This design comes from an exercise in tuning for small area and a short achievable clock period on the open sky130 flow, not from production work.
The RTL was checked by simulation tests, not by an equivalence proof against the original design.
No activity file was given, so power comes from the tool's default toggle rates.

// Power_Spec_Cal
module Power_Spec_Cal(
           input wire clk,
           input wire rst,
           input wire dv,
           input wire [9:0] xk_index,
           input wire [24:0] fft_data_out_re,
           input wire [24:0] fft_data_out_im,
           output reg [49:0] Power_Spec,
           output reg data_valid,
           output reg dv_FFT
       );
For scale: roughly 2100 cells after synthesis, about 120 I/O pins, roughly 27000 µm² of cells after synthesis.
Settings: LEC_CHECK=0, CAP_MARGIN=20, CORE_MARGIN=2, CORE_UTILIZATION=40, CTS_CLUSTER_DIAMETER=120, CTS_CLUSTER_SIZE=25, PLACE_DENSITY=0.6, SLEW_MARGIN=20, SYNTH_HIERARCHICAL=1, SYNTH_MINIMUM_KEEP_SIZE=0; clock period 8.0 ns.
standard.sh (not shown) runs the stock make flow with config.mk's settings and CLKGATE_MAP_FILE= SYNTH_SCRIPT=/design/flow/synth_recipe.tcl, a recipe that flattens the netlist after the stock synthesis.
==> flow/flow/run.sh <==
#!/bin/bash
set -euo pipefail
MARGIN=$(cat flow/margin.txt)
PORTBUF=$(cat flow/port_buffer.txt)
bash standard.sh "SETUP_SLACK_MARGIN=$MARGIN" "BUFFER_PORTS_ARGS=-buffer_cell $PORTBUF" finish > standard_flow.log 2>&1
==> flow/flow/margin.txt <==
5.3
==> flow/flow/port_buffer.txt <==
sky130_fd_sc_hd__buf_1
The first run finished with timing, DRC and antenna clean.
Change:
==> flow/flow/margin.txt (replaced) <==
5.2
==> flow/flow/port_buffer.txt (replaced) <==
sky130_fd_sc_hd__buf_2
What happened: Power drops by about 0.5%; clock skew climbs by 0.0042 ns; die area stays the same; critical path depth climbs by 4; via count climbs by 0.38%.
Change:
==> flow/flow/margin.txt (replaced) <==
5.3
Settings changed: CORE_UTILIZATION 40 to 55, PLACE_DENSITY 0.6 to 0.7.
Effect: The changed run completed with no timing, DRC or antenna violations. Worst setup slack improved by 0.075 ns. Wire length decreases by 2.0%. Cell area decreases by 0.75%. Die area decreases by 27%. Maximum frequency increases by 2.8%. Total power increases by 0.57%. Global-route usage increases by 7.2 points.

## old
Starting RTL as in the previous note.
==> flow/config.mk <==
export PLATFORM = sky130hd
export DESIGN_NAME = Power_Spec_Cal
export DESIGN_NICKNAME = Power_Spec_Cal
export VERILOG_FILES = /design/flow/design.v
export SDC_FILE = /design/flow/constraint.sdc
export NUM_CORES = 4
export LEC_CHECK = 0
export CAP_MARGIN = 20
export CORE_MARGIN = 2
export CORE_UTILIZATION = 40
export CTS_CLUSTER_DIAMETER = 120
export CTS_CLUSTER_SIZE = 28
export PLACE_DENSITY = 0.6
export SLEW_MARGIN = 20
export SYNTH_HIERARCHICAL = 1
export SYNTH_MINIMUM_KEEP_SIZE = 0
==> flow/constraint.sdc <==
create_clock -name core_clock -period 8.0 [get_ports {clk}]
set_input_delay 1.6000 -clock core_clock [delete_from_list [all_inputs] [get_ports {clk}]]
set_output_delay 1.6000 -clock core_clock [all_outputs]
set_load 0.01 [all_outputs]
==> flow/flow/margin.txt <==
5.3
==> flow/flow/port_buffer.txt <==
sky130_fd_sc_hd__buf_1
Scripts as last shown in full above: flow/flow/run.sh
diff inputs: old => new
==> flow/flow/port_buffer.txt <==
sky130_fd_sc_hd__buf_2
--- a/flow/config.mk
+++ b/flow/config.mk
@@ -11,3 +11,3 @@
 export CTS_CLUSTER_DIAMETER = 120
-export CTS_CLUSTER_SIZE = 28
+export CTS_CLUSTER_SIZE = 25
 export PLACE_DENSITY = 0.6
@@ -16 +16,2 @@
 export SYNTH_MINIMUM_KEEP_SIZE = 0
+export TNS_END_PERCENT = 5
Results
- Between new and old, it is new whose maximum number of pins on one net before global-route repair is lower, by 3.
- Compared with old, new shows a lower routability congestion estimate.
- Delta (new minus old): peak per-stage delay on the critical path climbed 0.45 ns; final hold slack climbed 0.0058 ns; synthesized net count barely changed; combinational share of power dropped 1.0 points; fraction of final layout cells with drive strength greater than 1 climbed 0.80 points.
- The initial antenna violation count reported for new is greater than that of old by 1.
- As far as total detailed-routing wirelength is concerned, new and old perform about the same.
- On new: first-pass GRT wire length is 0.69% higher than what old gave.

Starting RTL as in the previous note.
==> flow/config.mk <==
export PLATFORM = sky130hd
export DESIGN_NAME = Power_Spec_Cal
export DESIGN_NICKNAME = Power_Spec_Cal
export VERILOG_FILES = /design/flow/design.v
export SDC_FILE = /design/flow/constraint.sdc
export NUM_CORES = 4
export LEC_CHECK = 0
export CAP_MARGIN = 20
export CORE_MARGIN = 2
export CORE_UTILIZATION = 40
export CTS_CLUSTER_DIAMETER = 120
export CTS_CLUSTER_SIZE = 25
export GPL_ROUTABILITY_DRIVEN = 0
export PLACE_DENSITY = 0.6
export SLEW_MARGIN = 20
export SYNTH_HIERARCHICAL = 1
export SYNTH_MINIMUM_KEEP_SIZE = 0
==> flow/constraint.sdc <==
create_clock -name core_clock -period 8.0 [get_ports {clk}]
set_input_delay 1.6000 -clock core_clock [delete_from_list [all_inputs] [get_ports {clk}]]
set_output_delay 1.6000 -clock core_clock [all_outputs]
set_load 0.01 [all_outputs]
==> flow/flow/port_buffer.txt <==
sky130_fd_sc_hd__buf_1
Scripts as last shown in full above: flow/flow/run.sh, flow/flow/margin.txt
Then changed:
==> flow/flow/margin.txt (replaced) <==
5.35
GPL_ROUTABILITY_DRIVEN = default   (was 0)
After rerunning:
- wire length fell by about 0.9%
- utilization rose by 0.20 points
- sequential share of layout area hardly moves
- cell area rose by about 0.45%
- via count fell by about 0.8%
- worst setup slack gets better by 0.020 ns
- synthesized cell count stays the same
- clock power fell by about 3%
Then changed:
==> flow/flow/margin.txt (replaced) <==
5.4
==> flow/flow/port_buffer.txt (replaced) <==
sky130_fd_sc_hd__buf_2
- The new run completed with no timing, DRC or antenna violations
- critical path depth is unchanged
- total power is higher by 2.3%
- clock power stays flat
Then changed:
==> flow/flow/margin.txt (replaced) <==
5.3
==> flow/flow/port_buffer.txt (replaced) <==
sky130_fd_sc_hd__buf_1
CAP_MARGIN = 0   (was 20)
SLEW_MARGIN = 0   (was 20)
The new run finished with timing, DRC and antenna clean.
Critical path depth goes up by 5.
Power goes down by about 3%.
Worst hold slack hardly moves.
Sequential power goes down by about 1%.

Starting RTL as in the previous note.
## Power_Spec_Cal
module Power_Spec_Cal(
           input wire clk,
           input wire rst,
           input wire dv,
           input wire [9:0] xk_index,
           input wire [24:0] fft_data_out_re,
           input wire [24:0] fft_data_out_im,
           output reg [49:0] Power_Spec,
           output reg data_valid,
           output reg dv_FFT
       );
clock: 8.0 ns
lec_check: 0
cap_margin: 20
core_margin: 2
core_utilization: 40
cts_cluster_diameter: 120
cts_cluster_size: 25
place_density: 0.65
slew_margin: 20
synth_hierarchical: 1
synth_minimum_keep_size: 0
==> flow/flow/margin.txt <==
5.3
==> flow/flow/port_buffer.txt <==
sky130_fd_sc_hd__buf_2
Scripts as last shown in full above: flow/flow/run.sh
Rerun with:
==> flow/flow/run.sh (replaced) <==
#!/bin/bash
# Layout flow: the standard ORFS flow (standard.sh: standard synthesis,
# floorplan, place, CTS, route, finish), with these changes to how the layout
# is optimised; the clock period and all constraints stay the design's:
#  - the port buffers that the standard flow inserts are the cell in
#    flow/port_buffer.txt instead of the resizer's default choice;
#  - before the resizer's design repair, flow/presize.tcl gives the heavily
#    loaded input registers a stronger drive (same flip-flop type).
# Every tool's output goes to the ORFS logs under orfs/logs/, and the make
# output to standard_flow.log in this folder.
set -euo pipefail
MARGIN=$(cat flow/margin.txt)
PORTBUF=$(cat flow/port_buffer.txt)
bash standard.sh "SETUP_SLACK_MARGIN=$MARGIN" "BUFFER_PORTS_ARGS=-buffer_cell $PORTBUF" \
  "PRE_RESIZE_TCL=$PWD/flow/presize.tcl" finish > standard_flow.log 2>&1
==> flow/flow/port_buffer.txt (replaced) <==
sky130_fd_sc_hd__buf_1
==> flow/flow/presize.tcl (new file) <==
set lc [get_lib_cell sky130_fd_sc_hd__dfxtp_4]
set n 0
foreach inst [get_cells -quiet {re1* im1*}] {
  if {[get_property [get_property $inst liberty_cell] name] eq "sky130_fd_sc_hd__dfxtp_1"} {
    replace_cell $inst $lc
    incr n
  }
}
puts "presize: $n input registers set to dfxtp_4"
--- a/flow/config.mk
+++ b/flow/config.mk
@@ -11,5 +11,5 @@
 export CTS_CLUSTER_DIAMETER = 120
 export CTS_CLUSTER_SIZE = 25
-export PLACE_DENSITY = 0.65
+export PLACE_DENSITY = 0.6
 export SLEW_MARGIN = 20
 export SYNTH_HIERARCHICAL = 1
After rerunning: The new run completed without violations; core utilization climbs by 0.36 points; clock skew drops by 0.016 ns; die area does not change; worst setup slack improved by 0.050 ns; count of clock-buffer cells in the layout climbs by 10; via count drops by about 1.4%.

Starting RTL as in the previous note.
Design Power_Spec_Cal, start of the top module:
module Power_Spec_Cal(
           input wire clk,
           input wire rst,
           input wire dv,
           input wire [9:0] xk_index,
           input wire [24:0] fft_data_out_re,
           input wire [24:0] fft_data_out_im,
           output reg [49:0] Power_Spec,
           output reg data_valid,
           output reg dv_FFT
       );
Settings: LEC_CHECK=0, CAP_MARGIN=20, CORE_MARGIN=2, CORE_UTILIZATION=40, CTS_CLUSTER_DIAMETER=120, CTS_CLUSTER_SIZE=28, PLACE_DENSITY=0.6, SLEW_MARGIN=20, SYNTH_HIERARCHICAL=1, SYNTH_MINIMUM_KEEP_SIZE=0; clock period 8.0 ns.
==> flow/flow/run.sh <==
#!/bin/bash
set -euo pipefail
MARGIN=$(cat flow/margin.txt)
PORTBUF=$(cat flow/port_buffer.txt)
bash standard.sh "SETUP_SLACK_MARGIN=$MARGIN" "BUFFER_PORTS_ARGS=-buffer_cell $PORTBUF" finish > standard_flow.log 2>&1
==> flow/flow/port_buffer.txt <==
sky130_fd_sc_hd__buf_2
Scripts as last shown in full above: flow/flow/margin.txt
The first run completed without violations.
Rerun with:
==> flow/flow/port_buffer.txt (replaced) <==
sky130_fd_sc_hd__buf_1
CTS_CLUSTER_SIZE = 25   (was 28)
TNS_END_PERCENT = 20   (was default)
Result:
- clock skew falls by 0.026 ns
- clock power rises by about 3%
- die area stays the same
- routed wire length falls by 0.55%
Rerun with:
==> flow/flow/port_buffer.txt (replaced) <==
sky130_fd_sc_hd__buf_2
TNS_END_PERCENT = default   (was 20)
The changed run produced a clean layout.
Cell area goes up by 0.82%.
Flip-flop and latch count does not change.
Global-route usage goes up by 0.13 points.
Non-clock buffer count goes up by 5.
Clock power stays flat.
Critical path depth goes down by 5.
Setup slack improves by 0.043 ns.
Sequential share of layout area goes down by 0.27 points.
Utilization goes up by 0.35 points.

## port drivers added, routing unchanged
Ports are ideal in the flow. The routed layouts listed here were re-timed in OpenROAD.
Step 1 assumes that a clkbuf_16 drives the clock port and a buf_2 every other input.
Step 2 also shifts input and output timing later by t, the mid clock arrival at the registers, as if the neighbouring blocks saw the same clock.
Three values: ideal, step 1, step 2; two values: the first two.
run	t, ns	slack for setup (ns)	hold slack, ns
the first run of note 1	0.643	5.326 / 5.266 / 5.346	0.321 / 0.321 / 0.321
the second run of note 1	0.650	5.225 / 5.225 / 5.225	0.329 / 0.329 / 0.329
the third run of note 1	0.641	5.299 / 5.252 / 5.299	0.321 / 0.321 / 0.321
old	0.647	5.316 / 5.255 / 5.349	0.323 / 0.323 / 0.323
new	0.651	5.113 / 5.113 / 5.113	0.329 / 0.329 / 0.329
the first run of note 3	0.658	5.306 / 5.261 / 5.306	0.327 / 0.327 / 0.327
the second run of note 3	0.645	5.326 / 5.266 / 5.369	0.317 / 0.317 / 0.317
the third run of note 3	0.648	5.318 / 5.258 / 5.388	0.325 / 0.325 / 0.325
the fourth run of note 3	0.653	5.321 / 5.257 / 5.321	0.325 / 0.325 / 0.325
the first run of note 4	0.647	5.270 / 5.252 / 5.270	0.317 / 0.317 / 0.317
the second run of note 4	0.649	5.320 / 5.260 / 5.330	0.323 / 0.323 / 0.323
the first run of note 5	0.639	5.322 / 5.273 / 5.322	0.333 / 0.333 / 0.333
the second run of note 5	0.645	5.273 / 5.250 / 5.273	0.324 / 0.324 / 0.324
the third run of note 5	0.649	5.316 / 5.255 / 5.319	0.328 / 0.328 / 0.328
After both steps setup and hold are still met in every run listed.
